What follows belongs to an exercise in optimizing a design on an open flow for small area; a production flow would make more cautious choices.
RTL that was checked went through simulation tests only; none was proved equivalent to the original.
Only the layout flow was run in run 2; the RTL was not checked for function there.
Power and IR drop assume default switching activity.

--- constraint.sdc ---
create_clock -name core_clock -period 20.0 [get_ports {clk}]
set_input_delay 4.0000 -clock core_clock [delete_from_list [all_inputs] [get_ports {clk}]]
set_output_delay 4.0000 -clock core_clock [all_outputs]
set_load 0.01 [all_outputs]
--- flow/my_synth.tcl ---
# The standard flow's synthesis (synth_recipe.tcl), except that ORFS's synth.tcl is run
# with the ABC script flow/abc_map.script for the mapping of the
# combinational logic. Everything else, including the flip-flop mapping,
# flattening and renaming, is as in synth_recipe.tcl.
if { [info exists ::env(FLOW_NO_FA)] && $::env(FLOW_NO_FA) } {
  # no extraction of adders: ABC maps the arithmetic with the rest
  set ::env(ADDER_MAP_FILE) ""
}
proc synth {args} { yosys synth -nofsm -noshare {*}$args }
set fh [open $::env(SCRIPTS_DIR)/synth.tcl]
set script [read $fh]
close $fh
set old {log_cmd abc {*}$abc_args}
set new {log_cmd abc -script $::env(FLOW_ABC_SCRIPT) {*}$lib_args {*}$lib_dont_use_args}
if { [string first $old $script] < 0 } { error "abc call not found in synth.tcl" }
set script [string map [list $old $new] $script]
uplevel #0 $script
# left out here: clear keep_hierarchy, flatten, clean up, hide names made inside functions, write 1_2_yosys.v
--- flow/abc_map.script ---
strash
dc2
resub -K 8
dc2
dch -f
amap
topo
--- standard.sh ---
#!/bin/bash
# synth_recipe.tcl (not shown) runs the flow's synth.tcl, then flattens the netlist and writes it again
# the make line also repeats each setting of config.mk as NAME=value (left out here)
make -C /OpenROAD-flow-scripts/flow DESIGN_CONFIG=/design/flow/config.mk WORK_HOME=/design/flow/orfs CLKGATE_MAP_FILE= SYNTH_SCRIPT=/design/flow/synth_recipe.tcl "${@:-finish}"
--- config.mk ---
export PLATFORM = sky130hd
export DESIGN_NAME = Toplevelmodule
export DESIGN_NICKNAME = Toplevelmodule
export VERILOG_FILES = /design/flow/design.v
export SDC_FILE = /design/flow/constraint.sdc
export NUM_CORES = 4
export LEC_CHECK = 0
export ABC_AREA = 1
export CAP_MARGIN = 20
export CORE_MARGIN = 2
export CORE_UTILIZATION = 40
export SLEW_MARGIN = 20
--- flow/run.sh ---
#!/bin/bash
# The standard layout (standard.sh) with two changes:
#  - synthesis by flow/my_synth.tcl: the standard flow's synthesis, but the combinational
#    logic is mapped by ABC with the area-oriented script flow/abc_map.script,
#    and adders are not extracted into half/full adder cells first;
#  - clock tree synthesis with clkbuf_8 buffers and no dummy loads.
# Each tool's output goes to flow.log (make) and the ORFS logs under orfs/logs.
set -euo pipefail
HERE=$(pwd)
export FLOW_ABC_SCRIPT=$HERE/flow/abc_map.script
export FLOW_NO_FA=1
export CTS_ARGS="-sink_clustering_enable -repair_clock_nets -buf_list sky130_fd_sc_hd__clkbuf_8 -dont_use_dummy_load"
sed -e "s#SYNTH_SCRIPT=[^ ]*synth_recipe.tcl#SYNTH_SCRIPT=$HERE/flow/my_synth.tcl#" standard.sh > my_standard.sh
grep -q "SYNTH_SCRIPT=$HERE/flow/my_synth.tcl" my_standard.sh
bash my_standard.sh > flow.log 2>&1
--- design.v ---
module hCounter(clk, rst, h_count, trig_v);
    input clk;
    input rst;
    output reg [9:0] h_count;
    output reg trig_v;
    wire last = h_count[9] & h_count[8] & (&h_count[4:0]);
    always @(posedge clk) begin
        if (rst) begin
            h_count <= 10'd0;
            trig_v <= 1'b0;
        end else begin
            h_count <= last ? 10'd0 : h_count + 10'd1;
            trig_v <= last;
        end
    end
endmodule
module vCounter(clk, rst, enable_v, v_count);
    input clk;
    input rst;
    input enable_v;
    output reg [9:0] v_count;
    wire last = v_count[9] & v_count[3] & v_count[2];
    always @(posedge clk) begin
        if (rst)
            v_count <= 10'd0;
        else if (enable_v)
            v_count <= last ? 10'd0 : v_count + 10'd1;
    end
endmodule
module vga_sync(
    input [9:0] h_count,
    input [9:0] v_count,
    output h_sync, v_sync, animate, last_row, sync_row
    );
    assign h_sync = ~((h_count >= 10'd656) & (h_count <= 10'd751));
    assign sync_row = (v_count >= 10'd490) & (v_count <= 10'd491);
    assign v_sync = ~sync_row;
    assign last_row = (v_count == 10'd479);
    assign animate = last_row & (h_count == 10'd640);
endmodule
module pixel_gen(
    input clk_d,
    input rst,
    input btn,
    input [9:0] pixel_x,
    input [9:0] pixel_y,
    input box, win,
    output wall, wall_mr,
    output [3:0] red,
    output [3:0] green,
    output [3:0] blue
    );
    wire r_n, gb_n;
    picture pic(pixel_x, pixel_y, btn, win, box, wall, wall_mr, r_n, gb_n);
    reg r, gb;
    always @(posedge clk_d) begin
        if (rst) begin
            r <= 1'b0; gb <= 1'b0;
        end else begin
            r <= r_n; gb <= gb_n;
        end
    end
    assign red = {4{r}};
    assign green = {4{gb}};
    assign blue = {4{gb}};
endmodule
module picture(
    input [9:0] pixel_x,
    input [9:0] pixel_y,
    input btn,
    input win,
    input box,
    output wall,
    output wall_mr,
    output r_n,
    output gb_n
    );
  wire new_n28, new_n29, new_n30, new_n31, new_n32, new_n33, new_n34, new_n35, new_n36, new_n37;
  wire new_n38, new_n39, new_n40, new_n41, new_n42, new_n43, new_n44, new_n45, new_n46, new_n47;
  wire new_n48, new_n49, new_n50, new_n51, new_n52, new_n53, new_n54, new_n55, new_n56, new_n57;
  wire new_n58, new_n59, new_n60, new_n61, new_n62, new_n63, new_n64, new_n65, new_n66, new_n67;
  wire new_n68, new_n69, new_n70, new_n71, new_n72, new_n73, new_n74, new_n75, new_n76, new_n77;
  wire new_n78, new_n79, new_n80, new_n81, new_n82, new_n83, new_n84, new_n85, new_n86, new_n87;
  wire new_n88, new_n89, new_n90, new_n91, new_n92, new_n93, new_n94, new_n95, new_n96, new_n97;
  wire new_n98, new_n99, new_n100, new_n101, new_n102, new_n103, new_n104, new_n105, new_n106, new_n107;
  wire new_n108, new_n109, new_n110, new_n111, new_n112, new_n113, new_n114, new_n115, new_n116, new_n117;
  wire new_n118, new_n119, new_n120, new_n121, new_n122, new_n123, new_n124, new_n125, new_n126, new_n127;
  wire new_n128, new_n129, new_n130, new_n131, new_n132, new_n133, new_n134, new_n135, new_n136, new_n137;
  wire new_n138, new_n139, new_n140, new_n141, new_n142, new_n143, new_n144, new_n145, new_n146, new_n147;
  wire new_n148, new_n149, new_n150, new_n151, new_n152, new_n153, new_n154, new_n155, new_n156, new_n157;
  wire new_n158, new_n159, new_n160, new_n161, new_n162, new_n163, new_n164, new_n165, new_n166, new_n167;
  wire new_n168, new_n169, new_n170, new_n171, new_n172, new_n173, new_n174, new_n175, new_n176, new_n177;
  wire new_n178, new_n179, new_n180, new_n181, new_n182, new_n183, new_n184, new_n185, new_n186, new_n187;
  wire new_n188, new_n189, new_n190, new_n191, new_n192, new_n193, new_n194, new_n195, new_n196, new_n197;
  wire new_n198, new_n199, new_n200, new_n201, new_n202, new_n203, new_n204, new_n205, new_n206, new_n207;
  wire new_n209, new_n210, new_n211, new_n212, new_n213, new_n214, new_n215, new_n216, new_n217, new_n218;
  wire new_n219, new_n220, new_n221, new_n222, new_n223, new_n224, new_n225, new_n226, new_n227, new_n228;
  wire new_n229, new_n230, new_n231, new_n232, new_n233, new_n234, new_n235, new_n236, new_n237, new_n238;
  wire new_n239, new_n240, new_n241, new_n242, new_n243, new_n245, new_n246, new_n247, new_n248, new_n249;
  wire new_n250, new_n251, new_n252, new_n253, new_n254, new_n255, new_n256, new_n257, new_n258, new_n259;
  wire new_n260, new_n261, new_n262, new_n263, new_n264, new_n265, new_n266, new_n267, new_n268, new_n269;
  wire new_n270, new_n271, new_n272, new_n273, new_n274, new_n275, new_n276, new_n277, new_n278, new_n279;
  wire new_n280, new_n281, new_n282, new_n283, new_n284, new_n285, new_n286, new_n287, new_n288, new_n289;
  wire new_n290, new_n291, new_n292, new_n293, new_n294, new_n295, new_n296, new_n297, new_n298, new_n299;
  wire new_n300, new_n301, new_n302, new_n303, new_n304, new_n305, new_n306, new_n307, new_n308, new_n309;
  wire new_n310, new_n311, new_n312, new_n313, new_n314, new_n315, new_n316, new_n317, new_n318, new_n319;
  wire new_n320, new_n321, new_n322, new_n323, new_n324, new_n325, new_n326, new_n327, new_n328, new_n329;
  wire new_n330, new_n331, new_n332, new_n333, new_n334, new_n335, new_n336, new_n337, new_n338, new_n339;
  wire new_n340, new_n341, new_n342, new_n343, new_n344, new_n345, new_n346, new_n347, new_n348, new_n349;
  wire new_n350, new_n351, new_n352, new_n353, new_n354, new_n355, new_n356, new_n357, new_n358, new_n359;
  wire new_n360, new_n361, new_n362, new_n363, new_n364, new_n365, new_n366, new_n367, new_n368, new_n369;
  wire new_n370, new_n371, new_n372, new_n373, new_n374, new_n375, new_n376, new_n377, new_n378, new_n379;
  wire new_n380, new_n381, new_n382, new_n383, new_n384, new_n385, new_n386, new_n387, new_n388, new_n389;
  wire new_n390, new_n391, new_n392, new_n393, new_n394, new_n395, new_n396, new_n397, new_n398, new_n399;
  wire new_n400, new_n401, new_n402, new_n403, new_n404, new_n405, new_n406, new_n407, new_n408, new_n409;
  wire new_n410, new_n411, new_n412, new_n413, new_n414, new_n415, new_n416, new_n417, new_n418, new_n419;
  wire new_n420, new_n421, new_n422, new_n423, new_n424, new_n425, new_n426, new_n427, new_n428, new_n429;
  wire new_n430, new_n431, new_n432, new_n433, new_n434, new_n435, new_n436, new_n437, new_n438, new_n439;
  wire new_n440, new_n441, new_n442, new_n443, new_n444, new_n445, new_n446, new_n447, new_n448, new_n449;
  wire new_n450, new_n451, new_n452, new_n453, new_n454, new_n455, new_n456, new_n457, new_n458, new_n459;
  wire new_n460, new_n461, new_n462, new_n463, new_n464, new_n465, new_n466, new_n467, new_n468, new_n469;
  wire new_n470, new_n471, new_n472, new_n473, new_n474, new_n475, new_n476, new_n477, new_n478, new_n479;
  wire new_n480, new_n481, new_n482, new_n483, new_n484, new_n485, new_n486, new_n487, new_n488, new_n489;
  wire new_n490, new_n491, new_n492, new_n493, new_n494, new_n495, new_n496, new_n497, new_n498, new_n499;
  wire new_n500, new_n501, new_n502, new_n503, new_n504, new_n505, new_n506, new_n507, new_n508, new_n509;
  wire new_n510, new_n511, new_n512, new_n513, new_n514, new_n515, new_n516, new_n517, new_n518, new_n519;
  wire new_n520, new_n521, new_n522, new_n523, new_n524, new_n525, new_n526, new_n527, new_n528, new_n529;
  wire new_n530, new_n531, new_n532, new_n533, new_n534, new_n535, new_n536, new_n537, new_n538, new_n539;
  wire new_n540, new_n541, new_n542, new_n543, new_n544, new_n545, new_n546, new_n547, new_n548, new_n549;
  wire new_n550, new_n551, new_n552, new_n553, new_n554, new_n555, new_n556, new_n557, new_n558, new_n559;
  wire new_n560, new_n561, new_n562, new_n563, new_n564, new_n565, new_n566, new_n567, new_n568, new_n569;
  wire new_n570, new_n571, new_n572, new_n573, new_n574, new_n575, new_n576, new_n577, new_n578, new_n579;
  wire new_n580, new_n581, new_n582, new_n583, new_n584, new_n585, new_n586, new_n587, new_n588, new_n589;
  wire new_n590, new_n591, new_n592, new_n593, new_n594, new_n595, new_n596, new_n597, new_n598, new_n599;
  wire new_n600, new_n601, new_n602, new_n603, new_n604, new_n605, new_n606, new_n607, new_n608, new_n609;
  wire new_n610, new_n611, new_n612, new_n613, new_n614, new_n615, new_n616, new_n617, new_n618, new_n619;
  wire new_n620, new_n621, new_n622, new_n623, new_n624, new_n625, new_n626, new_n627, new_n628, new_n629;
  wire new_n630, new_n631, new_n632, new_n633, new_n634, new_n635, new_n636, new_n637, new_n638, new_n639;
  wire new_n640, new_n641, new_n642, new_n643, new_n644, new_n645, new_n646, new_n647, new_n648, new_n649;
  wire new_n650, new_n651, new_n652, new_n653, new_n654, new_n655, new_n656, new_n657, new_n658, new_n659;
  wire new_n660, new_n661, new_n662, new_n663, new_n664, new_n665, new_n666, new_n667, new_n668, new_n669;
  wire new_n670, new_n671, new_n672, new_n673, new_n674, new_n675, new_n676, new_n677, new_n678, new_n679;
  wire new_n680, new_n681, new_n682, new_n683, new_n684, new_n685, new_n686, new_n687, new_n688, new_n689;
  wire new_n690, new_n691, new_n692, new_n693, new_n694, new_n695, new_n696, new_n697, new_n698, new_n699;
  wire new_n700, new_n701, new_n702, new_n703, new_n705, new_n706;
  assign new_n28 = ~pixel_y[4] & pixel_y[6];
  assign new_n29 = ~pixel_y[5] & ~new_n28;
  assign new_n30 = pixel_y[7] & pixel_y[8];
  assign new_n31 = new_n29 & new_n30;
  assign new_n32 = ~pixel_y[4] & ~pixel_y[5];
  assign new_n33 = ~pixel_y[6] & new_n32;
  assign new_n34 = ~pixel_y[7] & ~pixel_y[8];
  assign new_n35 = new_n33 & new_n34;
  assign new_n36 = ~new_n31 & ~new_n35;
  assign new_n37 = ~pixel_y[9] & new_n36;
  assign new_n38 = ~pixel_y[3] & ~pixel_y[4];
  assign new_n39 = pixel_y[8] & ~new_n38;
  assign new_n40 = pixel_y[3] & pixel_y[4];
  assign new_n41 = ~pixel_y[6] & new_n40;
  assign new_n42 = ~new_n39 & ~new_n41;
  assign new_n43 = pixel_y[5] & ~new_n42;
  assign new_n44 = pixel_y[5] & ~pixel_y[8];
  assign new_n45 = pixel_y[6] & ~new_n44;
  assign new_n46 = ~new_n43 & ~new_n45;
  assign new_n47 = pixel_y[5] & pixel_y[6];
  assign new_n48 = pixel_y[8] & ~new_n47;
  assign new_n49 = ~new_n46 & ~new_n48;
  assign new_n50 = new_n37 & ~new_n49;
  assign new_n51 = ~pixel_y[3] & ~new_n34;
  assign new_n52 = pixel_y[3] & ~new_n30;
  assign new_n53 = ~new_n51 & ~new_n52;
  assign new_n54 = new_n50 & new_n53;
  assign new_n55 = ~pixel_y[5] & new_n54;
  assign new_n56 = ~pixel_y[6] & pixel_y[7];
  assign new_n57 = pixel_y[4] & pixel_y[5];
  assign new_n58 = new_n56 & ~new_n57;
  assign new_n59 = pixel_y[6] & new_n34;
  assign new_n60 = ~new_n58 & ~new_n59;
  assign new_n61 = pixel_x[4] & pixel_x[5];
  assign new_n62 = pixel_x[3] & new_n61;
  assign new_n63 = ~pixel_x[4] & ~pixel_x[5];
  assign new_n64 = ~pixel_x[3] & ~pixel_x[5];
  assign new_n65 = ~new_n63 & ~new_n64;
  assign new_n66 = ~new_n62 & new_n65;
  assign new_n67 = pixel_x[6] & new_n66;
  assign new_n68 = new_n60 & new_n67;
  assign new_n69 = pixel_y[6] & new_n40;
  assign new_n70 = ~new_n50 & new_n69;
  assign new_n71 = ~pixel_y[4] & ~pixel_y[6];
  assign new_n72 = ~new_n47 & ~new_n71;
  assign new_n73 = ~new_n29 & new_n72;
  assign new_n74 = ~pixel_y[6] & ~pixel_y[8];
  assign new_n75 = pixel_y[6] & new_n30;
  assign new_n76 = ~new_n74 & ~new_n75;
  assign new_n77 = ~new_n73 & ~new_n76;
  assign new_n78 = ~pixel_y[9] & ~new_n34;
  assign new_n79 = ~new_n77 & new_n78;
  assign new_n80 = new_n70 & new_n79;
  assign new_n81 = pixel_y[6] & ~new_n32;
  assign new_n82 = ~new_n32 & new_n58;
  assign new_n83 = ~pixel_y[8] & ~new_n82;
  assign new_n84 = ~new_n30 & ~new_n83;
  assign new_n85 = ~new_n46 & ~new_n70;
  assign new_n86 = new_n79 & ~new_n85;
  assign new_n87 = ~new_n84 & ~new_n86;
  assign new_n88 = new_n37 & ~new_n87;
  assign new_n89 = ~new_n47 & ~new_n69;
  assign new_n90 = new_n88 & new_n89;
  assign new_n91 = new_n81 & new_n90;
  assign new_n92 = ~new_n80 & ~new_n91;
  assign new_n93 = ~pixel_x[3] & ~pixel_x[4];
  assign new_n94 = pixel_x[5] & ~new_n93;
  assign new_n95 = pixel_x[6] & new_n94;
  assign new_n96 = new_n92 & new_n95;
  assign new_n97 = ~pixel_y[7] & new_n46;
  assign new_n98 = ~pixel_x[6] & new_n66;
  assign new_n99 = ~new_n97 & new_n98;
  assign new_n100 = ~new_n96 & ~new_n99;
  assign new_n101 = ~new_n68 & new_n100;
  assign new_n102 = new_n32 & new_n74;
  assign new_n103 = ~pixel_y[9] & ~new_n102;
  assign new_n104 = pixel_y[7] & new_n47;
  assign new_n105 = ~pixel_y[5] & ~pixel_y[6];
  assign new_n106 = new_n30 & ~new_n105;
  assign new_n107 = ~new_n104 & ~new_n106;
  assign new_n108 = new_n103 & new_n107;
  assign new_n109 = ~new_n101 & new_n108;
  assign new_n110 = ~pixel_x[5] & ~pixel_x[6];
  assign new_n111 = new_n28 & new_n54;
  assign new_n112 = ~new_n110 & ~new_n111;
  assign new_n113 = ~new_n109 & new_n112;
  assign new_n114 = new_n43 & new_n71;
  assign new_n115 = new_n88 & new_n114;
  assign new_n116 = ~new_n80 & ~new_n115;
  assign new_n117 = ~pixel_x[6] & ~new_n61;
  assign new_n118 = ~new_n63 & new_n117;
  assign new_n119 = new_n116 & new_n118;
  assign new_n120 = new_n56 & new_n57;
  assign new_n121 = new_n88 & new_n120;
  assign new_n122 = ~new_n111 & ~new_n121;
  assign new_n123 = pixel_x[5] & pixel_x[6];
  assign new_n124 = ~new_n115 & new_n123;
  assign new_n125 = new_n122 & new_n124;
  assign new_n126 = ~new_n119 & ~new_n125;
  assign new_n127 = ~new_n113 & new_n126;
  assign new_n128 = pixel_x[7] & ~pixel_x[8];
  assign new_n129 = ~new_n86 & ~new_n90;
  assign new_n130 = new_n123 & ~new_n129;
  assign new_n131 = pixel_y[3] & ~pixel_y[6];
  assign new_n132 = ~pixel_y[9] & ~new_n60;
  assign new_n133 = new_n83 & new_n132;
  assign new_n134 = new_n131 & new_n133;
  assign new_n135 = ~pixel_y[3] & new_n33;
  assign new_n136 = new_n88 & new_n135;
  assign new_n137 = ~new_n134 & ~new_n136;
  assign new_n138 = new_n30 & new_n88;
  assign new_n139 = new_n137 & ~new_n138;
  assign new_n140 = ~new_n130 & ~new_n139;
  assign new_n141 = new_n128 & ~new_n140;
  assign new_n142 = ~new_n127 & new_n141;
  assign new_n143 = ~pixel_x[6] & ~new_n94;
  assign new_n144 = ~new_n91 & new_n137;
  assign new_n145 = new_n143 & ~new_n144;
  assign new_n146 = pixel_x[6] & ~new_n63;
  assign new_n147 = ~new_n110 & ~new_n146;
  assign new_n148 = new_n121 & new_n147;
  assign new_n149 = ~new_n145 & ~new_n148;
  assign new_n150 = ~new_n137 & new_n149;
  assign new_n151 = new_n117 & ~new_n122;
  assign new_n152 = ~new_n91 & ~new_n151;
  assign new_n153 = ~new_n150 & new_n152;
  assign new_n154 = ~new_n67 & ~new_n153;
  assign new_n155 = ~new_n111 & new_n116;
  assign new_n156 = new_n146 & ~new_n155;
  assign new_n157 = ~new_n115 & ~new_n133;
  assign new_n158 = new_n93 & new_n110;
  assign new_n159 = ~new_n157 & new_n158;
  assign new_n160 = ~pixel_x[7] & pixel_x[8];
  assign new_n161 = pixel_x[3] & pixel_x[6];
  assign new_n162 = new_n61 & new_n161;
  assign new_n163 = ~new_n117 & ~new_n162;
  assign new_n164 = new_n138 & ~new_n163;
  assign new_n165 = new_n160 & ~new_n164;
  assign new_n166 = ~new_n159 & new_n165;
  assign new_n167 = ~new_n156 & new_n166;
  assign new_n168 = ~new_n154 & new_n167;
  assign new_n169 = ~pixel_x[7] & ~pixel_x[8];
  assign new_n170 = new_n97 & ~new_n135;
  assign new_n171 = new_n79 & ~new_n170;
  assign new_n172 = new_n50 & new_n64;
  assign new_n173 = ~new_n171 & ~new_n172;
  assign new_n174 = ~pixel_x[6] & ~new_n173;
  assign new_n175 = ~new_n134 & ~new_n174;
  assign new_n176 = new_n122 & new_n175;
  assign new_n177 = ~new_n130 & new_n176;
  assign new_n178 = new_n100 & ~new_n177;
  assign new_n179 = new_n169 & ~new_n178;
  assign new_n180 = ~pixel_x[6] & ~pixel_x[8];
  assign new_n181 = new_n63 & new_n180;
  assign new_n182 = pixel_y[8] & ~new_n81;
  assign new_n183 = ~new_n73 & new_n182;
  assign new_n184 = ~new_n30 & ~new_n56;
  assign new_n185 = ~new_n59 & new_n184;
  assign new_n186 = ~new_n183 & new_n185;
  assign new_n187 = pixel_x[3] & ~new_n186;
  assign new_n188 = new_n50 & new_n187;
  assign new_n189 = new_n181 & ~new_n188;
  assign new_n190 = new_n92 & new_n189;
  assign new_n191 = ~new_n179 & ~new_n190;
  assign new_n192 = ~new_n168 & new_n191;
  assign new_n193 = ~pixel_y[9] & new_n34;
  assign new_n194 = new_n43 & new_n193;
  assign new_n195 = ~new_n192 & ~new_n194;
  assign new_n196 = ~new_n142 & ~new_n195;
  assign new_n197 = ~new_n55 & ~new_n196;
  assign new_n198 = pixel_y[8] & ~new_n116;
  assign new_n199 = ~new_n55 & ~new_n138;
  assign new_n200 = ~new_n198 & new_n199;
  assign new_n201 = ~new_n146 & ~new_n200;
  assign new_n202 = pixel_x[7] & pixel_x[8];
  assign new_n203 = new_n149 & new_n202;
  assign new_n204 = ~new_n201 & new_n203;
  assign new_n205 = ~pixel_x[7] & new_n181;
  assign new_n206 = ~pixel_x[9] & ~new_n205;
  assign new_n207 = ~new_n204 & new_n206;
  assign wall_mr = ~new_n197 & new_n207;
  assign new_n209 = ~new_n73 & new_n88;
  assign new_n210 = ~pixel_x[5] & ~new_n79;
  assign new_n211 = new_n50 & ~new_n210;
  assign new_n212 = ~new_n110 & ~new_n211;
  assign new_n213 = ~pixel_x[6] & new_n50;
  assign new_n214 = ~new_n212 & ~new_n213;
  assign new_n215 = ~new_n209 & ~new_n214;
  assign new_n216 = new_n161 & ~new_n182;
  assign new_n217 = ~pixel_x[5] & pixel_x[6];
  assign new_n218 = ~new_n81 & new_n217;
  assign new_n219 = ~new_n216 & ~new_n218;
  assign new_n220 = pixel_x[4] & ~new_n219;
  assign new_n221 = pixel_x[3] & ~pixel_x[4];
  assign new_n222 = ~new_n63 & ~new_n221;
  assign new_n223 = ~pixel_x[6] & ~new_n222;
  assign new_n224 = ~new_n210 & new_n223;
  assign new_n225 = ~new_n220 & ~new_n224;
  assign new_n226 = pixel_x[3] & ~pixel_x[5];
  assign new_n227 = ~pixel_x[9] & ~new_n226;
  assign new_n228 = new_n160 & new_n227;
  assign new_n229 = ~new_n225 & new_n228;
  assign new_n230 = ~new_n215 & new_n229;
  assign new_n231 = ~pixel_x[3] & ~pixel_x[6];
  assign new_n232 = new_n83 & new_n231;
  assign new_n233 = ~new_n226 & ~new_n232;
  assign new_n234 = pixel_x[9] & ~new_n169;
  assign new_n235 = new_n30 & new_n47;
  assign new_n236 = ~pixel_y[9] & ~new_n235;
  assign new_n237 = ~new_n234 & new_n236;
  assign new_n238 = ~pixel_x[4] & ~new_n110;
  assign new_n239 = new_n202 & new_n238;
  assign new_n240 = new_n36 & new_n239;
  assign new_n241 = new_n237 & new_n240;
  assign new_n242 = ~new_n233 & new_n241;
  assign new_n243 = ~new_n230 & ~new_n242;
  assign wall = wall_mr | ~new_n243;
  assign new_n245 = pixel_y[4] & new_n104;
  assign new_n246 = pixel_y[1] & pixel_y[2];
  assign new_n247 = pixel_y[0] & new_n246;
  assign new_n248 = pixel_y[3] & new_n247;
  assign new_n249 = new_n33 & ~new_n248;
  assign new_n250 = new_n84 & new_n249;
  assign new_n251 = ~new_n245 & ~new_n250;
  assign new_n252 = new_n166 & ~new_n251;
  assign new_n253 = ~pixel_y[1] & ~pixel_y[2];
  assign new_n254 = ~pixel_y[0] & new_n253;
  assign new_n255 = pixel_y[3] & new_n57;
  assign new_n256 = ~new_n254 & new_n255;
  assign new_n257 = new_n40 & ~new_n253;
  assign new_n258 = ~pixel_y[5] & ~new_n257;
  assign new_n259 = new_n59 & ~new_n258;
  assign new_n260 = ~new_n256 & new_n259;
  assign new_n261 = ~new_n252 & ~new_n260;
  assign new_n262 = pixel_x[1] & pixel_x[2];
  assign new_n263 = pixel_x[3] & new_n262;
  assign new_n264 = new_n63 & ~new_n263;
  assign new_n265 = new_n160 & ~new_n264;
  assign new_n266 = ~pixel_x[9] & ~new_n265;
  assign new_n267 = ~pixel_x[2] & ~pixel_x[5];
  assign new_n268 = ~pixel_x[0] & ~pixel_x[1];
  assign new_n269 = new_n267 & new_n268;
  assign new_n270 = new_n146 & ~new_n269;
  assign new_n271 = ~new_n64 & new_n270;
  assign new_n272 = ~new_n266 & ~new_n271;
  assign new_n273 = ~pixel_x[9] & ~new_n143;
  assign new_n274 = pixel_x[2] & pixel_x[3];
  assign new_n275 = ~new_n268 & new_n274;
  assign new_n276 = ~pixel_x[4] & ~new_n275;
  assign new_n277 = pixel_x[3] & pixel_x[4];
  assign new_n278 = pixel_x[0] & pixel_x[1];
  assign new_n279 = ~pixel_x[2] & ~new_n278;
  assign new_n280 = new_n277 & ~new_n279;
  assign new_n281 = ~new_n276 & ~new_n280;
  assign new_n282 = pixel_x[7] & ~new_n281;
  assign new_n283 = ~new_n273 & ~new_n282;
  assign new_n284 = ~pixel_x[2] & ~pixel_x[3];
  assign new_n285 = new_n61 & ~new_n284;
  assign new_n286 = new_n202 & ~new_n285;
  assign new_n287 = ~pixel_x[3] & new_n279;
  assign new_n288 = new_n61 & ~new_n287;
  assign new_n289 = new_n160 & new_n288;
  assign new_n290 = ~new_n286 & ~new_n289;
  assign new_n291 = ~new_n283 & new_n290;
  assign new_n292 = ~new_n272 & ~new_n291;
  assign new_n293 = ~new_n261 & ~new_n292;
  assign new_n294 = new_n135 & ~new_n247;
  assign new_n295 = new_n30 & ~new_n294;
  assign new_n296 = new_n34 & ~new_n47;
  assign new_n297 = ~new_n295 & ~new_n296;
  assign new_n298 = ~pixel_y[8] & ~new_n104;
  assign new_n299 = pixel_y[2] & pixel_y[3];
  assign new_n300 = pixel_y[7] & new_n299;
  assign new_n301 = new_n81 & new_n300;
  assign new_n302 = ~new_n270 & ~new_n301;
  assign new_n303 = ~new_n67 & new_n302;
  assign new_n304 = new_n298 & ~new_n303;
  assign new_n305 = new_n63 & ~new_n161;
  assign new_n306 = ~new_n288 & ~new_n305;
  assign new_n307 = ~new_n110 & new_n298;
  assign new_n308 = ~new_n306 & ~new_n307;
  assign new_n309 = ~pixel_x[3] & new_n110;
  assign new_n310 = ~new_n262 & new_n309;
  assign new_n311 = ~new_n308 & ~new_n310;
  assign new_n312 = ~new_n304 & new_n311;
  assign new_n313 = new_n297 & ~new_n312;
  assign new_n314 = ~pixel_y[0] & ~pixel_y[2];
  assign new_n315 = new_n257 & ~new_n314;
  assign new_n316 = new_n104 & ~new_n315;
  assign new_n317 = ~new_n260 & ~new_n316;
  assign new_n318 = ~new_n313 & new_n317;
  assign new_n319 = new_n93 & ~new_n262;
  assign new_n320 = new_n123 & ~new_n319;
  assign new_n321 = new_n158 & new_n269;
  assign new_n322 = new_n202 & ~new_n321;
  assign new_n323 = ~new_n320 & new_n322;
  assign new_n324 = ~new_n318 & new_n323;
  assign new_n325 = ~new_n38 & new_n47;
  assign new_n326 = pixel_x[6] & ~new_n288;
  assign new_n327 = pixel_x[5] & ~pixel_x[6];
  assign new_n328 = ~new_n326 & ~new_n327;
  assign new_n329 = ~pixel_y[7] & ~new_n328;
  assign new_n330 = ~new_n295 & ~new_n329;
  assign new_n331 = ~new_n325 & ~new_n330;
  assign new_n332 = pixel_x[2] & ~pixel_x[4];
  assign new_n333 = ~pixel_x[2] & pixel_x[4];
  assign new_n334 = ~new_n332 & ~new_n333;
  assign new_n335 = ~pixel_x[1] & ~new_n221;
  assign new_n336 = new_n334 & new_n335;
  assign new_n337 = ~new_n231 & new_n267;
  assign new_n338 = new_n336 & new_n337;
  assign new_n339 = new_n38 & new_n254;
  assign new_n340 = new_n104 & ~new_n339;
  assign new_n341 = ~pixel_y[8] & ~new_n327;
  assign new_n342 = ~new_n340 & new_n341;
  assign new_n343 = ~new_n338 & new_n342;
  assign new_n344 = pixel_x[7] & ~new_n63;
  assign new_n345 = ~pixel_x[8] & ~new_n344;
  assign new_n346 = ~new_n283 & new_n345;
  assign new_n347 = ~new_n343 & new_n346;
  assign new_n348 = ~new_n331 & new_n347;
  assign new_n349 = ~pixel_x[6] & pixel_x[9];
  assign new_n350 = pixel_x[1] & ~new_n93;
  assign new_n351 = ~new_n65 & new_n350;
  assign new_n352 = ~new_n336 & ~new_n351;
  assign new_n353 = new_n160 & new_n352;
  assign new_n354 = new_n326 & new_n353;
  assign new_n355 = ~new_n349 & ~new_n354;
  assign new_n356 = ~new_n66 & ~new_n279;
  assign new_n357 = ~new_n267 & ~new_n356;
  assign new_n358 = ~new_n355 & new_n357;
  assign new_n359 = pixel_x[4] & new_n275;
  assign new_n360 = new_n217 & ~new_n359;
  assign new_n361 = new_n61 & new_n263;
  assign new_n362 = ~pixel_x[6] & new_n361;
  assign new_n363 = ~new_n360 & ~new_n362;
  assign new_n364 = new_n128 & ~new_n363;
  assign new_n365 = new_n93 & new_n279;
  assign new_n366 = ~new_n110 & ~new_n365;
  assign new_n367 = new_n265 & ~new_n366;
  assign new_n368 = ~new_n364 & ~new_n367;
  assign new_n369 = ~new_n358 & new_n368;
  assign new_n370 = new_n297 & ~new_n369;
  assign new_n371 = ~btn & ~new_n370;
  assign new_n372 = ~new_n348 & new_n371;
  assign new_n373 = ~new_n324 & new_n372;
  assign new_n374 = ~new_n293 & new_n373;
  assign new_n375 = new_n221 & ~new_n262;
  assign new_n376 = pixel_y[1] & pixel_y[4];
  assign new_n377 = ~pixel_y[1] & ~pixel_y[4];
  assign new_n378 = ~new_n376 & ~new_n377;
  assign new_n379 = new_n299 & new_n378;
  assign new_n380 = pixel_y[4] & ~new_n299;
  assign new_n381 = ~pixel_x[1] & pixel_x[6];
  assign new_n382 = new_n380 & new_n381;
  assign new_n383 = ~new_n379 & ~new_n382;
  assign new_n384 = ~pixel_x[1] & ~pixel_x[3];
  assign new_n385 = new_n299 & ~new_n384;
  assign new_n386 = new_n334 & ~new_n385;
  assign new_n387 = ~new_n383 & ~new_n386;
  assign new_n388 = ~pixel_y[2] & ~pixel_y[3];
  assign new_n389 = new_n332 & new_n376;
  assign new_n390 = new_n388 & new_n389;
  assign new_n391 = ~new_n387 & ~new_n390;
  assign new_n392 = ~new_n375 & ~new_n391;
  assign new_n393 = ~pixel_y[1] & pixel_y[2];
  assign new_n394 = ~new_n274 & ~new_n284;
  assign new_n395 = ~pixel_x[4] & new_n394;
  assign new_n396 = ~pixel_x[1] & ~pixel_x[2];
  assign new_n397 = ~new_n262 & ~new_n396;
  assign new_n398 = ~new_n395 & new_n397;
  assign new_n399 = ~new_n393 & ~new_n398;
  assign new_n400 = ~pixel_x[2] & ~new_n399;
  assign new_n401 = ~pixel_x[1] & pixel_x[3];
  assign new_n402 = pixel_y[1] & pixel_y[3];
  assign new_n403 = ~new_n274 & ~new_n402;
  assign new_n404 = ~new_n401 & new_n403;
  assign new_n405 = ~new_n400 & new_n404;
  assign new_n406 = pixel_x[3] & pixel_y[4];
  assign new_n407 = ~new_n388 & new_n406;
  assign new_n408 = new_n405 & new_n407;
  assign new_n409 = ~new_n392 & ~new_n408;
  assign new_n410 = new_n217 & ~new_n409;
  assign new_n411 = ~new_n246 & ~new_n253;
  assign new_n412 = ~pixel_x[1] & ~pixel_x[4];
  assign new_n413 = ~pixel_y[3] & new_n412;
  assign new_n414 = new_n411 & new_n413;
  assign new_n415 = ~new_n299 & ~new_n388;
  assign new_n416 = pixel_x[4] & ~pixel_y[1];
  assign new_n417 = ~new_n415 & new_n416;
  assign new_n418 = ~new_n414 & ~new_n417;
  assign new_n419 = pixel_x[1] & pixel_x[3];
  assign new_n420 = ~new_n384 & ~new_n419;
  assign new_n421 = pixel_x[4] & ~new_n420;
  assign new_n422 = ~new_n380 & ~new_n394;
  assign new_n423 = ~new_n421 & ~new_n422;
  assign new_n424 = pixel_y[4] & ~new_n423;
  assign new_n425 = ~new_n418 & ~new_n424;
  assign new_n426 = ~new_n387 & ~new_n398;
  assign new_n427 = new_n418 & ~new_n423;
  assign new_n428 = new_n327 & ~new_n427;
  assign new_n429 = ~new_n426 & new_n428;
  assign new_n430 = ~new_n425 & new_n429;
  assign new_n431 = ~pixel_x[4] & new_n123;
  assign new_n432 = ~pixel_y[1] & ~pixel_y[3];
  assign new_n433 = ~new_n402 & ~new_n432;
  assign new_n434 = ~pixel_y[2] & pixel_y[4];
  assign new_n435 = ~new_n433 & new_n434;
  assign new_n436 = ~new_n379 & ~new_n435;
  assign new_n437 = new_n431 & ~new_n436;
  assign new_n438 = ~pixel_x[6] & ~pixel_y[4];
  assign new_n439 = new_n388 & new_n438;
  assign new_n440 = ~new_n437 & ~new_n439;
  assign new_n441 = ~new_n352 & ~new_n440;
  assign new_n442 = pixel_y[5] & ~new_n441;
  assign new_n443 = ~new_n430 & new_n442;
  assign new_n444 = ~new_n410 & new_n443;
  assign new_n445 = ~pixel_x[2] & ~new_n420;
  assign new_n446 = ~new_n274 & ~new_n445;
  assign new_n447 = ~pixel_y[2] & new_n378;
  assign new_n448 = pixel_y[3] & new_n447;
  assign new_n449 = new_n446 & new_n448;
  assign new_n450 = ~pixel_y[2] & ~pixel_y[4];
  assign new_n451 = ~new_n40 & ~new_n450;
  assign new_n452 = ~new_n380 & ~new_n451;
  assign new_n453 = pixel_x[4] & ~new_n450;
  assign new_n454 = new_n420 & ~new_n453;
  assign new_n455 = ~new_n420 & new_n453;
  assign new_n456 = ~new_n454 & ~new_n455;
  assign new_n457 = ~new_n452 & new_n456;
  assign new_n458 = ~pixel_x[2] & pixel_y[2];
  assign new_n459 = ~pixel_x[3] & ~pixel_y[3];
  assign new_n460 = ~new_n458 & ~new_n459;
  assign new_n461 = ~new_n387 & ~new_n460;
  assign new_n462 = new_n457 & new_n461;
  assign new_n463 = ~new_n449 & ~new_n462;
  assign new_n464 = new_n431 & ~new_n463;
  assign new_n465 = ~pixel_x[5] & pixel_y[2];
  assign new_n466 = ~pixel_x[4] & pixel_y[3];
  assign new_n467 = pixel_x[2] & ~new_n466;
  assign new_n468 = ~new_n457 & ~new_n467;
  assign new_n469 = ~new_n465 & ~new_n468;
  assign new_n470 = ~new_n263 & ~new_n380;
  assign new_n471 = pixel_x[3] & pixel_y[2];
  assign new_n472 = ~new_n262 & ~new_n471;
  assign new_n473 = new_n118 & ~new_n472;
  assign new_n474 = ~new_n470 & new_n473;
  assign new_n475 = ~new_n469 & new_n474;
  assign new_n476 = ~new_n93 & new_n394;
  assign new_n477 = ~new_n63 & ~new_n476;
  assign new_n478 = new_n388 & ~new_n477;
  assign new_n479 = ~pixel_x[2] & ~pixel_x[4];
  assign new_n480 = new_n64 & new_n479;
  assign new_n481 = ~new_n478 & ~new_n480;
  assign new_n482 = pixel_x[1] & pixel_x[4];
  assign new_n483 = new_n217 & new_n482;
  assign new_n484 = ~new_n431 & ~new_n483;
  assign new_n485 = pixel_y[1] & ~new_n484;
  assign new_n486 = new_n327 & ~new_n412;
  assign new_n487 = new_n110 & new_n412;
  assign new_n488 = ~new_n486 & ~new_n487;
  assign new_n489 = ~new_n485 & new_n488;
  assign new_n490 = ~new_n481 & ~new_n489;
  assign new_n491 = pixel_x[6] & new_n451;
  assign new_n492 = ~pixel_x[2] & ~new_n491;
  assign new_n493 = pixel_x[2] & pixel_x[6];
  assign new_n494 = pixel_x[1] & ~pixel_x[4];
  assign new_n495 = ~pixel_x[5] & ~new_n494;
  assign new_n496 = ~new_n493 & new_n495;
  assign new_n497 = ~new_n456 & new_n496;
  assign new_n498 = ~new_n492 & new_n497;
  assign new_n499 = ~new_n490 & ~new_n498;
  assign new_n500 = ~new_n475 & new_n499;
  assign new_n501 = ~new_n464 & new_n500;
  assign new_n502 = ~new_n38 & ~new_n501;
  assign new_n503 = ~pixel_x[2] & ~new_n93;
  assign new_n504 = ~new_n332 & ~new_n401;
  assign new_n505 = ~new_n412 & ~new_n504;
  assign new_n506 = ~new_n503 & ~new_n505;
  assign new_n507 = new_n448 & ~new_n506;
  assign new_n508 = ~pixel_x[3] & ~pixel_y[2];
  assign new_n509 = new_n401 & new_n458;
  assign new_n510 = ~new_n508 & ~new_n509;
  assign new_n511 = pixel_y[4] & ~new_n332;
  assign new_n512 = new_n432 & ~new_n482;
  assign new_n513 = new_n511 & new_n512;
  assign new_n514 = ~new_n510 & new_n513;
  assign new_n515 = ~new_n507 & ~new_n514;
  assign new_n516 = new_n217 & ~new_n515;
  assign new_n517 = ~pixel_y[5] & ~new_n516;
  assign new_n518 = ~new_n502 & new_n517;
  assign new_n519 = pixel_x[9] & ~new_n518;
  assign new_n520 = ~pixel_x[2] & pixel_x[5];
  assign new_n521 = ~new_n446 & ~new_n520;
  assign new_n522 = ~pixel_x[4] & ~new_n521;
  assign new_n523 = new_n226 & new_n522;
  assign new_n524 = pixel_x[5] & new_n57;
  assign new_n525 = new_n246 & ~new_n332;
  assign new_n526 = ~new_n412 & new_n525;
  assign new_n527 = new_n524 & new_n526;
  assign new_n528 = pixel_y[5] & new_n450;
  assign new_n529 = pixel_y[2] & new_n32;
  assign new_n530 = ~new_n528 & ~new_n529;
  assign new_n531 = ~new_n527 & new_n530;
  assign new_n532 = ~new_n523 & ~new_n531;
  assign new_n533 = new_n349 & ~new_n520;
  assign new_n534 = pixel_x[1] & pixel_x[7];
  assign new_n535 = pixel_x[3] & ~new_n534;
  assign new_n536 = pixel_x[6] & ~new_n93;
  assign new_n537 = pixel_y[1] & new_n536;
  assign new_n538 = ~new_n535 & new_n537;
  assign new_n539 = ~new_n533 & ~new_n538;
  assign new_n540 = ~pixel_x[1] & pixel_x[7];
  assign new_n541 = new_n123 & new_n540;
  assign new_n542 = ~pixel_x[7] & new_n217;
  assign new_n543 = pixel_x[4] & ~new_n542;
  assign new_n544 = ~new_n541 & new_n543;
  assign new_n545 = pixel_x[2] & ~new_n401;
  assign new_n546 = pixel_y[3] & ~new_n545;
  assign new_n547 = ~new_n544 & new_n546;
  assign new_n548 = ~new_n539 & new_n547;
  assign new_n549 = new_n532 & new_n548;
  assign new_n550 = new_n202 & new_n380;
  assign new_n551 = new_n320 & new_n550;
  assign new_n552 = pixel_x[2] & ~new_n393;
  assign new_n553 = ~pixel_x[3] & ~new_n482;
  assign new_n554 = new_n552 & ~new_n553;
  assign new_n555 = pixel_y[1] & new_n388;
  assign new_n556 = new_n277 & ~new_n555;
  assign new_n557 = ~new_n554 & ~new_n556;
  assign new_n558 = new_n551 & new_n557;
  assign new_n559 = ~new_n405 & new_n558;
  assign new_n560 = ~new_n549 & ~new_n559;
  assign new_n561 = ~new_n519 & new_n560;
  assign new_n562 = ~new_n444 & ~new_n561;
  assign new_n563 = ~pixel_x[3] & ~new_n479;
  assign new_n564 = pixel_x[2] & ~pixel_y[2];
  assign new_n565 = pixel_x[4] & ~new_n458;
  assign new_n566 = ~new_n564 & new_n565;
  assign new_n567 = ~new_n563 & ~new_n566;
  assign new_n568 = ~pixel_x[5] & ~new_n567;
  assign new_n569 = ~new_n361 & ~new_n568;
  assign new_n570 = pixel_x[9] & new_n569;
  assign new_n571 = pixel_x[8] & ~pixel_y[4];
  assign new_n572 = ~new_n569 & new_n571;
  assign new_n573 = ~new_n570 & ~new_n572;
  assign new_n574 = pixel_x[8] & new_n123;
  assign new_n575 = ~new_n180 & ~new_n574;
  assign new_n576 = new_n520 & new_n553;
  assign new_n577 = ~pixel_y[3] & ~new_n576;
  assign new_n578 = ~new_n575 & new_n577;
  assign new_n579 = new_n532 & new_n578;
  assign new_n580 = ~new_n573 & new_n579;
  assign new_n581 = ~pixel_x[1] & pixel_x[5];
  assign new_n582 = ~pixel_x[5] & new_n380;
  assign new_n583 = ~new_n581 & ~new_n582;
  assign new_n584 = ~pixel_y[5] & ~new_n388;
  assign new_n585 = pixel_x[2] & ~new_n221;
  assign new_n586 = new_n349 & new_n585;
  assign new_n587 = new_n584 & new_n586;
  assign new_n588 = ~new_n583 & new_n587;
  assign new_n589 = ~new_n457 & new_n588;
  assign new_n590 = ~new_n580 & ~new_n589;
  assign new_n591 = ~new_n562 & new_n590;
  assign new_n592 = pixel_y[7] & new_n74;
  assign new_n593 = ~new_n591 & new_n592;
  assign new_n594 = pixel_x[9] & new_n495;
  assign new_n595 = new_n121 & new_n594;
  assign new_n596 = pixel_x[7] & new_n332;
  assign new_n597 = new_n134 & new_n596;
  assign new_n598 = ~new_n595 & ~new_n597;
  assign new_n599 = new_n161 & new_n393;
  assign new_n600 = ~new_n598 & new_n599;
  assign new_n601 = pixel_x[3] & ~new_n376;
  assign new_n602 = new_n394 & new_n584;
  assign new_n603 = ~new_n601 & new_n602;
  assign new_n604 = ~new_n161 & ~new_n231;
  assign new_n605 = ~pixel_x[2] & ~new_n584;
  assign new_n606 = ~new_n604 & new_n605;
  assign new_n607 = ~new_n603 & ~new_n606;
  assign new_n608 = pixel_y[4] & ~pixel_y[6];
  assign new_n609 = ~new_n299 & ~new_n552;
  assign new_n610 = new_n608 & ~new_n609;
  assign new_n611 = new_n28 & ~new_n299;
  assign new_n612 = ~pixel_y[5] & ~new_n611;
  assign new_n613 = ~new_n610 & new_n612;
  assign new_n614 = new_n63 & ~new_n613;
  assign new_n615 = ~new_n607 & new_n614;
  assign new_n616 = ~pixel_y[4] & new_n337;
  assign new_n617 = pixel_y[2] & pixel_y[6];
  assign new_n618 = ~new_n616 & new_n617;
  assign new_n619 = new_n71 & new_n411;
  assign new_n620 = ~new_n618 & ~new_n619;
  assign new_n621 = ~pixel_y[3] & pixel_y[6];
  assign new_n622 = ~new_n131 & ~new_n253;
  assign new_n623 = ~new_n621 & new_n622;
  assign new_n624 = ~pixel_x[2] & ~new_n623;
  assign new_n625 = ~new_n620 & new_n624;
  assign new_n626 = new_n620 & ~new_n624;
  assign new_n627 = ~new_n66 & ~new_n626;
  assign new_n628 = ~new_n625 & new_n627;
  assign new_n629 = new_n63 & new_n274;
  assign new_n630 = ~new_n62 & ~new_n629;
  assign new_n631 = ~new_n38 & ~new_n630;
  assign new_n632 = pixel_x[4] & ~new_n274;
  assign new_n633 = new_n623 & ~new_n632;
  assign new_n634 = ~new_n66 & new_n333;
  assign new_n635 = ~new_n633 & ~new_n634;
  assign new_n636 = ~new_n631 & new_n635;
  assign new_n637 = ~new_n253 & new_n608;
  assign new_n638 = ~new_n337 & new_n637;
  assign new_n639 = new_n131 & ~new_n253;
  assign new_n640 = ~pixel_y[3] & ~new_n246;
  assign new_n641 = ~new_n617 & ~new_n640;
  assign new_n642 = ~new_n639 & new_n641;
  assign new_n643 = ~new_n638 & ~new_n642;
  assign new_n644 = ~new_n636 & new_n643;
  assign new_n645 = ~new_n628 & new_n644;
  assign new_n646 = ~new_n467 & ~new_n545;
  assign new_n647 = ~new_n466 & new_n508;
  assign new_n648 = ~new_n555 & new_n647;
  assign new_n649 = ~new_n646 & ~new_n648;
  assign new_n650 = ~new_n299 & ~new_n649;
  assign new_n651 = new_n522 & ~new_n650;
  assign new_n652 = pixel_y[5] & ~new_n651;
  assign new_n653 = new_n41 & new_n246;
  assign new_n654 = ~new_n608 & new_n632;
  assign new_n655 = new_n642 & new_n654;
  assign new_n656 = ~new_n634 & new_n655;
  assign new_n657 = ~new_n653 & ~new_n656;
  assign new_n658 = ~new_n652 & new_n657;
  assign new_n659 = ~new_n645 & new_n658;
  assign new_n660 = new_n63 & new_n263;
  assign new_n661 = pixel_x[4] & new_n581;
  assign new_n662 = ~new_n632 & ~new_n661;
  assign new_n663 = ~new_n660 & new_n662;
  assign new_n664 = new_n640 & ~new_n663;
  assign new_n665 = ~pixel_y[3] & new_n253;
  assign new_n666 = new_n521 & new_n665;
  assign new_n667 = ~new_n664 & ~new_n666;
  assign new_n668 = ~new_n57 & ~new_n123;
  assign new_n669 = new_n667 & ~new_n668;
  assign new_n670 = ~new_n536 & ~new_n669;
  assign new_n671 = ~new_n659 & new_n670;
  assign new_n672 = ~new_n615 & ~new_n671;
  assign new_n673 = pixel_x[9] & ~pixel_y[7];
  assign new_n674 = win & new_n673;
  assign new_n675 = new_n48 & new_n674;
  assign new_n676 = ~new_n672 & new_n675;
  assign new_n677 = ~new_n401 & ~new_n667;
  assign new_n678 = new_n447 & ~new_n677;
  assign new_n679 = ~new_n378 & new_n419;
  assign new_n680 = new_n569 & new_n679;
  assign new_n681 = new_n352 & ~new_n680;
  assign new_n682 = new_n451 & ~new_n681;
  assign new_n683 = ~new_n678 & ~new_n682;
  assign new_n684 = pixel_x[9] & new_n110;
  assign new_n685 = ~new_n649 & new_n684;
  assign new_n686 = pixel_x[2] & ~new_n419;
  assign new_n687 = ~pixel_y[4] & ~new_n686;
  assign new_n688 = pixel_x[4] & ~new_n401;
  assign new_n689 = ~new_n445 & new_n688;
  assign new_n690 = ~new_n687 & ~new_n689;
  assign new_n691 = pixel_x[7] & ~new_n479;
  assign new_n692 = new_n574 & new_n691;
  assign new_n693 = ~new_n690 & new_n692;
  assign new_n694 = ~new_n685 & ~new_n693;
  assign new_n695 = new_n34 & new_n325;
  assign new_n696 = ~new_n694 & new_n695;
  assign new_n697 = ~new_n683 & new_n696;
  assign new_n698 = btn & ~new_n697;
  assign new_n699 = ~new_n676 & new_n698;
  assign new_n700 = ~new_n600 & new_n699;
  assign new_n701 = ~new_n593 & new_n700;
  assign new_n702 = ~wall & new_n701;
  assign new_n703 = ~new_n374 & ~new_n702;
  assign gb_n = new_n237 & ~new_n703;
  assign new_n705 = btn & ~win;
  assign new_n706 = box & new_n705;
  assign r_n = gb_n & ~new_n706;
endmodule
module movement(
    input clk,
    input rst,
    input animate,
    input last_row,
    input sync_row,
    input left, right, up, down,
    input [9:0] h_count, v_count,
    input wall, wall_mr,
    output box, win
    );
    reg [9:1] xp, yp;
    reg bl, br, bu, bd;
    reg c;
    wire [10:0] dx = {1'b0, h_count} - {1'b0, xp, 1'b0};
    wire [10:0] dy = {1'b0, v_count} - {1'b0, yp, 1'b0};
    wire [9:0] dxm = dx[9:0];
    wire [9:0] dym = dy[9:0];
    assign box = (dx[10:4] == 7'd0) & (dy[10:4] == 7'd0);
    assign win = (xp >= 9'd225) & (xp <= 9'd504);
    wire row0 = (dym == 10'd0);
    wire col0 = (dxm == 10'd0);
    wire hit_l = row0 & wall & ((dxm == 10'd1014) | (dxm == 10'd5) | (dxm == 10'd1021));
    wire hit_r = row0 & ((wall & ((dxm == 10'd10) | (dxm == 10'd25))) | (wall_mr & (dxm == 10'd17)));
    wire hit_u = col0 & wall & (dym == 10'd25);
    wire hit_d = col0 & wall & (dym == 10'd1014);
    always @(posedge clk) begin
        if (rst | sync_row) begin
            bl <= 1'b0; br <= 1'b0; bu <= 1'b0; bd <= 1'b0;
        end else if (animate) begin
            bl <= left & ~bl;
            br <= ~left & right & ~br;
            bu <= ~left & ~right & up & ~bu;
            bd <= ~left & ~right & ~up & down & ~bd;
        end else begin
            bl <= bl | hit_l; br <= br | hit_r; bu <= bu | hit_u; bd <= bd | hit_d;
        end
    end
    wire [3:0] i = h_count[3:0];
    wire step = last_row & (h_count[9:4] == 6'b101001) & (i <= 4'd8);
    wire mx = bl | br;
    wire neg = bl | bd;
    wire k = (i == 4'd0) | (neg ? ((i == 4'd1) | (i >= 4'd3)) : (i == 4'd2));
    wire a = mx ? xp[1] : yp[1];
    wire s = a ^ k ^ c;
    always @(posedge clk) begin
        c <= step & ((a & k) | (a & c) | (k & c));
        if (rst) begin
            xp <= 9'd8;
            yp <= 9'd36;
        end else if (step) begin
            if (mx) xp <= {s, xp[9:2]};
            if (bu | bd) yp <= {s, yp[9:2]};
        end
    end
endmodule
module inputs(
    input clk_d,
    input rst,
    input btn1, btn2, btn3, btn4,
    output reg left, right, up, down
    );
    always @(posedge clk_d) begin
        if (rst | ~(btn1 | btn2 | btn3 | btn4)) begin
            left <= 1'b0; right <= 1'b0; up <= 1'b0; down <= 1'b0;
        end else if (btn1 | btn2) begin
            left <= btn1; right <= ~btn1;
        end else begin
            up <= btn3; down <= ~btn3;
        end
    end
endmodule
module Toplevelmodule(
    input clk,
    input rst,
    input count_x, count_y, btn1, btn2, btn3, btn4, btn5,
    output h_sync, v_sync,
    output [3:0] red, green, blue
    );
    wire v_trig, animate, last_row, sync_row;
    wire [9:0] h_count, v_count;
    wire left, right, up, down;
    wire wall, wall_mr, box, win;
    hCounter hc(clk, rst, h_count, v_trig);
    vCounter vc(clk, rst, v_trig, v_count);
    vga_sync vgas(h_count, v_count, h_sync, v_sync, animate, last_row, sync_row);
    inputs i(clk, rst, btn1, btn2, btn3, btn4, left, right, up, down);
    movement m1(clk, rst, animate, last_row, sync_row, left, right, up, down, h_count, v_count,
                wall, wall_mr, box, win);
    pixel_gen pg(clk, rst, btn5, h_count, v_count, box, win,
                 wall, wall_mr, red, green, blue);
endmodule
==> notes.md, run 1 <==
# setup viols final=0; Max VDD drop=between 0.04 and 0.05 mV; Max Clock Skew=0.0232 ns; Total Negative Setup Slacks=0 ns; initial DRC count=892; HP Start=m1.yp[7]; Initial DRT Pass Iterations=5; drt drc=0; global-route wire length before repair=about 34000 um; Slew headroom=34.2%; post-CTS setup buffer count=0; top cells by count, synth=210 x nor2_1, 89 x clkinv_1, 76 x o21ai_0, 68 x nand2_1, 50 x dfxtp_1; crit path from=vc.v_count[8]; area grow syn2layout=9.21%; PD cells=around 36 nW/um^2; Std-Cell Rows=39; Yosys reg bits=50; CTS clk-pin slew, worst paths=0.08 ns; R2R Path End=m1.bu; post-synthesis mux area share=0%; unique cell type count in the Yosys netlist=47; syn_area_per_cell=6.04 sq um; unrepaired setup endpoints after global routing=false; core area=11500 sq um; worst r2r path cells=25; Peak Freq=126 MHz; R2R Path Start=vc.v_count[8]; antenna viol nets, final=0; adder-cell share of the synthesized area=0%; crit path to=v_sync; r2r setup slk=around 12 ns; DP Area=5070 sq um; share of cells above drive strength 1=between 1.5 and 2%; Startpoint Class=register; Via density=approximately 6.7; Root Buffer=clkbuf_8; worst min-delay path category=register to register; Cell Area, Synth=approximately 4700 sq um; most frequent cell after synthesis=nor2_1; Clock Path Buffers=2; Main synth FF type=dfxtp_1; run status=finished clean; xor and xnor area share after synthesis=less than 1%; Detail Placement HPWL=~17000 um; Setup CP Type=register to primary output; grt total ovfl=0; fin. max-slew vios=0; Yosys top cell area share=a little over a fifth; Tcrit/Tclk final=approximately two fifths; ant diodes=0; vias in the first global route=between 6000 and 7000; leading area contributor after synthesis=dfxtp_1; initial core utilization=41.1%; worst skew pair latency=0.33 ns; Synth area leaders=dfxtp_1 21%, nor2_1 17%, o21ai_0 8.1%; Mapped Cells=781; final instance area=slightly above 5000 sq um; Post-CTS Hold Buffers=0; largest family of logic cells by synthesized area=compound AO/OA/AOI/OAI gates; syn_nets=790; Post-Synth Simple-Gate Area=about a third; H-tree Lvls=2; Nets=about 810; DR vias=6368; I/O pin cnt=23; Max-Cap Viols=0; Synth async-reset ratio=0%; Post-synth EDFFs=0; Critical Path AT=3.91 ns; Die Height=roughly 110 um; Seq/Total Area, Yosys=21.2%; crit path capture type=primary output; Hold Vio Cnt, Final=0; WL/cell=between 20 and 25 um; Slew @ Worst Pin=just under 1 ns; final wirelength=22200 um; Die Wd=roughly 110 um; crit-path max FO=11; fin crit period=between 7 and 8 ns; Die ar.=approximately 13000 sq um; Req. time, crit path=16.00 ns; largest net degree at the start of global routing=21; CTS Sinks=50; CTS buffer count=5; synth warn=5; P_leak=between 1.5 and 2 nW; Synth Area in Compound Gates=between 30% and 40%; # port buffers=20; Total GRT Usage=around a third; initial antenna violation count=0; TritonCTS clock tree=done; GP Congestion=1.02; post-CTS sizing=0
[metal layers]
| layer | GRT usage, % | vias to the layer above | share of wire [%] |
|---|---|---|---|
| met5 | 0 | - | 0 |
| met4 | 21.1 | 0 | 6.5 |
| met3 | 5.18 | 108 | 10 |
| met2 | 54.3 | 461 | 43 |
| met1 | 44.5 | 2901 | 40 |
| li1 | - | 2898 | - |
[critical path, stage by stage, from the launching register on]
cell             delay [ns]
dfxtp_1                0.61
clkinv_1               0.44
nor2_1                 0.35
clkinv_1               0.30
nor2_1                 0.33
nand2_1                0.11
nor4_1                 0.73
clkinv_1               0.21
clkdlybuf4s50_1        0.53
[cell type report]
type | instances | area [sq um]
Clock buffer | 5 | 68.8
Sequential cell | 50 | 1000
Timing Repair Buffer | 29 | 265
Inverter | 89 | 334
Tap cell | 143 | 179
Multi-Input combinational cell | 630 | 3300
Fill cell | 1267 | 6320
[cell usage in the layout, fill, tap and decap left out, drive strengths merged, types with 4 or more instances in the layout]
cell	n
a21oi	42
a22oi	18
clkinv	89
o41a	4
a2111oi	6
o22ai	9
dfxtp	50
nand2	68
or4	5
a221oi	10
o211ai	6
o32ai	5
a41oi	4
o21ai	76
o311ai	4
buf	9
o32a	4
o21a	8
a31oi	19
clkbuf	5
a211oi	9
o221ai	6
nor3	43
nand3	12
o31ai	7
clkdlybuf4s50	20
nor2	210
nor4	19
[how the worst min path moves through the flow]
stage	end	slack, ns	depth (start not counted)
2_1_floorplan	hc.h_count[0]	0.45	1
3_3_place_gp	m1.c	0.47	2
3_5_place_dp	m1.c	0.49	2
4_1_cts	m1.c	0.51	2
5_1_grt	m1.yp[4]	0.54	2
6_report	m1.yp[7]	0.51	2
[metrics by stage]
step	worst slack [ns]	cells	power [mW]	util, %	hold WS, ns
floorplan	14.18	781	0.119	-	0.448
global placement	12.69	940	0.129	44.2	0.471
detailed placement	12.61	941	0.129	44.2	0.493
CTS	12.23	946	0.184	44.8	0.507
global route	11.79	946	0.191	44.9	0.539
finish	12.09	946	0.183	44.9	0.507
[registers in the layout, summed over array words and instances, names as in the netlist]
signal	flops
hc.h_count	10
hc.trig_v	1
i.down	1
i.left	1
i.right	1
i.up	1
m1.bd	1
m1.bl	1
m1.br	1
m1.bu	1
m1.c	1
m1.xp	9
m1.yp	9
pg.gb	1
pg.r	1
vc.v_count	10
[kinds of logic after synthesis]
family | count (synthesis)
xor+xnor | 1
compound gates | 256
simple gates | 373
buf+inv | 101
flops | 50
[power breakdown]
group	switching, mW	leakage [nW]	internal, mW
Sequential	0.00226	0.405	0.101
Combinational	0.0156	1.18	0.00875
Clock	0.0333	0.0359	0.0226
Total	0.0512	1.62	0.132
==> inputs of run 2 (changes only) <==
--- a/design.v
+++ b/design.v
@@ -31,11 +31,9 @@
     input [9:0] h_count,
     input [9:0] v_count,
-    output h_sync, v_sync, animate, last_row, sync_row
+    output h_sync, v_sync, animate
     );
     assign h_sync = ~((h_count >= 10'd656) & (h_count <= 10'd751));
-    assign sync_row = (v_count >= 10'd490) & (v_count <= 10'd491);
-    assign v_sync = ~sync_row;
-    assign last_row = (v_count == 10'd479);
-    assign animate = last_row & (h_count == 10'd640);
+    assign v_sync = ~((v_count >= 10'd490) & (v_count <= 10'd491));
+    assign animate = (v_count == 10'd479) & (h_count == 10'd640);
 endmodule
 module pixel_gen(
@@ -829,6 +827,4 @@
     input rst,
     input animate,
-    input last_row,
-    input sync_row,
     input left, right, up, down,
     input [9:0] h_count, v_count,
@@ -838,5 +834,4 @@
     reg [9:1] xp, yp;
     reg bl, br, bu, bd;
-    reg c;
     wire [10:0] dx = {1'b0, h_count} - {1'b0, xp, 1'b0};
     wire [10:0] dy = {1'b0, v_count} - {1'b0, yp, 1'b0};
@@ -852,30 +847,24 @@
     wire hit_d = col0 & wall & (dym == 10'd1014);
     always @(posedge clk) begin
-        if (rst | sync_row) begin
+        if (rst | animate) begin
             bl <= 1'b0; br <= 1'b0; bu <= 1'b0; bd <= 1'b0;
-        end else if (animate) begin
-            bl <= left & ~bl;
-            br <= ~left & right & ~br;
-            bu <= ~left & ~right & up & ~bu;
-            bd <= ~left & ~right & ~up & down & ~bd;
         end else begin
             bl <= bl | hit_l; br <= br | hit_r; bu <= bu | hit_u; bd <= bd | hit_d;
         end
     end
-    wire [3:0] i = h_count[3:0];
-    wire step = last_row & (h_count[9:4] == 6'b101001) & (i <= 4'd8);
-    wire mx = bl | br;
-    wire neg = bl | bd;
-    wire k = (i == 4'd0) | (neg ? ((i == 4'd1) | (i >= 4'd3)) : (i == 4'd2));
-    wire a = mx ? xp[1] : yp[1];
-    wire s = a ^ k ^ c;
     always @(posedge clk) begin
-        c <= step & ((a & k) | (a & c) | (k & c));
         if (rst) begin
             xp <= 9'd8;
             yp <= 9'd36;
-        end else if (step) begin
-            if (mx) xp <= {s, xp[9:2]};
-            if (bu | bd) yp <= {s, yp[9:2]};
+        end else if (animate) begin
+            if (left) begin
+                if (~bl) xp <= xp - 9'd5;
+            end else if (right) begin
+                if (~br) xp <= xp + 9'd5;
+            end else if (up) begin
+                if (~bu) yp <= yp + 9'd5;
+            end else if (down) begin
+                if (~bd) yp <= yp - 9'd5;
+            end
         end
     end
@@ -904,5 +893,5 @@
     output [3:0] red, green, blue
     );
-    wire v_trig, animate, last_row, sync_row;
+    wire v_trig, animate;
     wire [9:0] h_count, v_count;
     wire left, right, up, down;
@@ -910,7 +899,7 @@
     hCounter hc(clk, rst, h_count, v_trig);
     vCounter vc(clk, rst, v_trig, v_count);
-    vga_sync vgas(h_count, v_count, h_sync, v_sync, animate, last_row, sync_row);
+    vga_sync vgas(h_count, v_count, h_sync, v_sync, animate);
     inputs i(clk, rst, btn1, btn2, btn3, btn4, left, right, up, down);
-    movement m1(clk, rst, animate, last_row, sync_row, left, right, up, down, h_count, v_count,
+    movement m1(clk, rst, animate, left, right, up, down, h_count, v_count,
                 wall, wall_mr, box, win);
     pixel_gen pg(clk, rst, btn5, h_count, v_count, box, win,
==> run.sh (new file) <==
#!/bin/bash
# synth_recipe.tcl (not shown) runs the flow's synth.tcl, then flattens the netlist and writes it again
# the make line also repeats each setting of config.mk as NAME=value (left out here)
make -C /OpenROAD-flow-scripts/flow DESIGN_CONFIG=/design/flow/config.mk WORK_HOME=/design/flow/orfs CLKGATE_MAP_FILE= SYNTH_SCRIPT=/design/flow/synth_recipe.tcl finish
removed: flow/run.sh
removed: flow/abc_map.script
removed: flow/my_synth.tcl
removed: standard.sh
==> notes.md, run 2 <==
ant diodes=0; CTS Sinks=49; most frequent cells in the layout=161 x nand2_1, 156 x inv_1, 127 x nor2_1; WL/cell=18.9 um; area grow syn2layout=6.98%; Top Registers=hc.h_count x10, vc.v_count x10; unique cell type count in the Yosys netlist=between 50 and 60; Via density=between 5 and 6; GP Congestion=1.02; commonest non-fill, non-tap cell in the layout=nand2_1; non-filler cells in the finished layout=about 1200; post-CTS setup buffer count=0; Yosys reg bits=between 40 and 50; Tcrit/Tclk final=34.5%; Post-CTS Hold Buffers=0; Setup CP Type=register to primary output; fin crit period=about 6.9 ns; Slew @ Worst Pin=about 1.0 ns; Mapped Cells=1000; CTS clk-pin slew, worst paths=0.07 ns; drt drc=0; Min-Delay Endpoint=m1.yp[9]; Post-synth EDFFs=0; largest net degree at the start of global routing=20; Die Wd=about 130 um; placed instance count=between 1000 and 1500; post-CTS sizing=0; initial DRC count=roughly 770; DR vias=6829; Detail Placement HPWL=between 15000 and 20000 um; syn_nets=between 1000 and 1500; top cells by count, synth=161 x nand2_1, 156 x inv_1, 127 x nor2_1, 86 x a21oi_1, 68 x o21ai_0; Die Height=roughly 130 um; crit-path max FO=15; Synth async-reset ratio=0%; synth warn=5; Total Negative Setup Slacks=0 ns; initial antenna violation count=0; Startpoint Class=register; worst r2r path cells=17; initial core utilization=40.6%; Slew headroom=30.2%; final wirelength=22400 um; leading area contributor after synthesis=dfxtp_1; hold path cells=1; Cell Area, Synth=roughly 6100 sq um; TritonCTS clock tree=done; Max VDD drop=0.0347 mV; Yosys top cell area share=16.0%; core area=approximately 15000 sq um; PD cells=between 30 and 40 nW/um^2; uppermost layer routed=met4; fillcell total=between 1500 and 2000; H-tree Lvls=2; Std-Cell Rows=45; Req. time, crit path=between 15 and 20 ns; fin. max-slew vios=0; Sequential Area=around 980 sq um; Max-Cap Viols=0; R2R Path Start=hc.h_count[6]; Peak Freq=between 100 and 150 MHz; unrepaired setup endpoints after global routing=false; vias in the first global route=6582; worst skew pair latency=approximately 0.3 ns; Hold Vio Cnt, Final=0; CTS buffer count=5; Nets=about 1100; # setup viols final=0; grt total ovfl=0; antenna viol nets, final=0; Synth area leaders=dfxtp_1 16%, ha_1 12%, nand2_1 9.9%; syn_area_per_cell=between 6 and 7 sq um; R2R Path End=pg.r; Multi-input gate area=approximately 4300 sq um; Die ar.=between 15000 and 20000 sq um; I/O pin cnt=23; wl on met1=9600 um; # port buffers=20; DR WL met3=1730 um; WL met2=about 10000 um; crit path capture type=primary output; Seq/Total Area, Yosys=between 10% and 20%; Root Buffer=clkbuf_16; Total GRT Usage=between 20% and 30%; global-route wire length before repair=35400 um; share of cells above drive strength 1=about 4.5%; most frequent cell after synthesis=nand2_1; run status=finished clean; Initial DRT Pass Iterations=5; P_leak=slightly above 3 nW; Main synth FF type=dfxtp_1; Critical Path AT=just under 3 ns; worst min-delay path category=register to register; Clock Path Buffers=2; r2r setup slk=~16 ns; HP Start=m1.yp[9]; Max Clock Skew=about 0.0056 ns
run 2: cell count changes after synthesis, sizes merged, moves of 44 or more:
| cell | before | now |
|---|---|---|
| clkinv | 89 | 5 |
| a21oi | 42 | 86 |
| ha | 0 | 59 |
| nand2 | 68 | 172 |
| nand3 | 12 | 66 |
| nor2 | 210 | 131 |
| inv | 0 | 165 |
run 2: report_power, final:
group | leakage [nW] | total, mW | internal, mW | switching [mW]
clock | 0.0799 | 0.0917 | 0.0531 | 0.0386
combinational | 2.55 | 0.0322 | 0.0124 | 0.0198
sequential | 0.397 | 0.102 | 0.0988 | 0.00319
run 2: stage by stage:
stage	utilization [%]	area, sq um	worst slack (ns)	power, mW	hold WS (ns)
finish	43.5	6560	13.11	0.226	0.457
global route	43.5	6560	12.96	0.236	0.498
CTS	43.4	6560	13.15	0.229	0.461
detailed placement	42.4	6400	13.49	0.136	0.453
global placement	42.4	6400	13.45	0.136	0.438
floorplan	-	6130	14.66	0.126	0.422
run 2: cell type report:
cell class / count / area share [%]
clock buffer: 7 / 2.33
clock inverter: 1 / 0.0763
inverter: 170 / 9.73
multi-input combinational: 748 / 66.1
sequential: 49 / 15.0
tap: 188 / 3.59
timing repair buffer: 22 / 3.28
run 2: per-layer routing:
layer  global-route usage (%)  vias up
met5                        0        -
met4                     14.0        0
met3                     4.88       69
met2                     44.5      303
met1                     36.3     3113
li1                         -     3344
run 2: how the worst max path moves through the flow:
stage                  startpoint     end  slack, ns
global route        hc.h_count[5]  h_sync      12.96
floorplan           vc.v_count[2]  v_sync      14.66
detailed placement  hc.h_count[5]  h_sync      13.49
CTS                 hc.h_count[5]  h_sync      13.15
global placement    hc.h_count[5]  h_sync      13.45
finish              hc.h_count[5]  h_sync      13.11
run 2: cells by family after synthesis:
| family | share of synthesized area, % |
|---|---|
| compound gates | 23.7 |
| xor+xnor | 3.57 |
| simple gates | 30.0 |
| buf+inv | 13.4 |
| fa+ha+maj | 13.3 |
| flops | 16.0 |
run 2: worst max-delay path: stages, from the launching register on:
cell and delay (ns):
dfxtp_1 0.75, clkinv_1 0.51, nand2_1 0.38, inv_1 0.24, o22ai_1 0.18, inv_1 0.05
clkdlybuf4s50_1 0.47

Setup slack of run 2, layout unchanged: 13.108 ns with ideal ports, 13.068 ns with driving cells assumed (clock clkbuf_16, inputs buf_2), 13.406 ns with port delays also shifted by the 0.339 ns mid clock arrival.
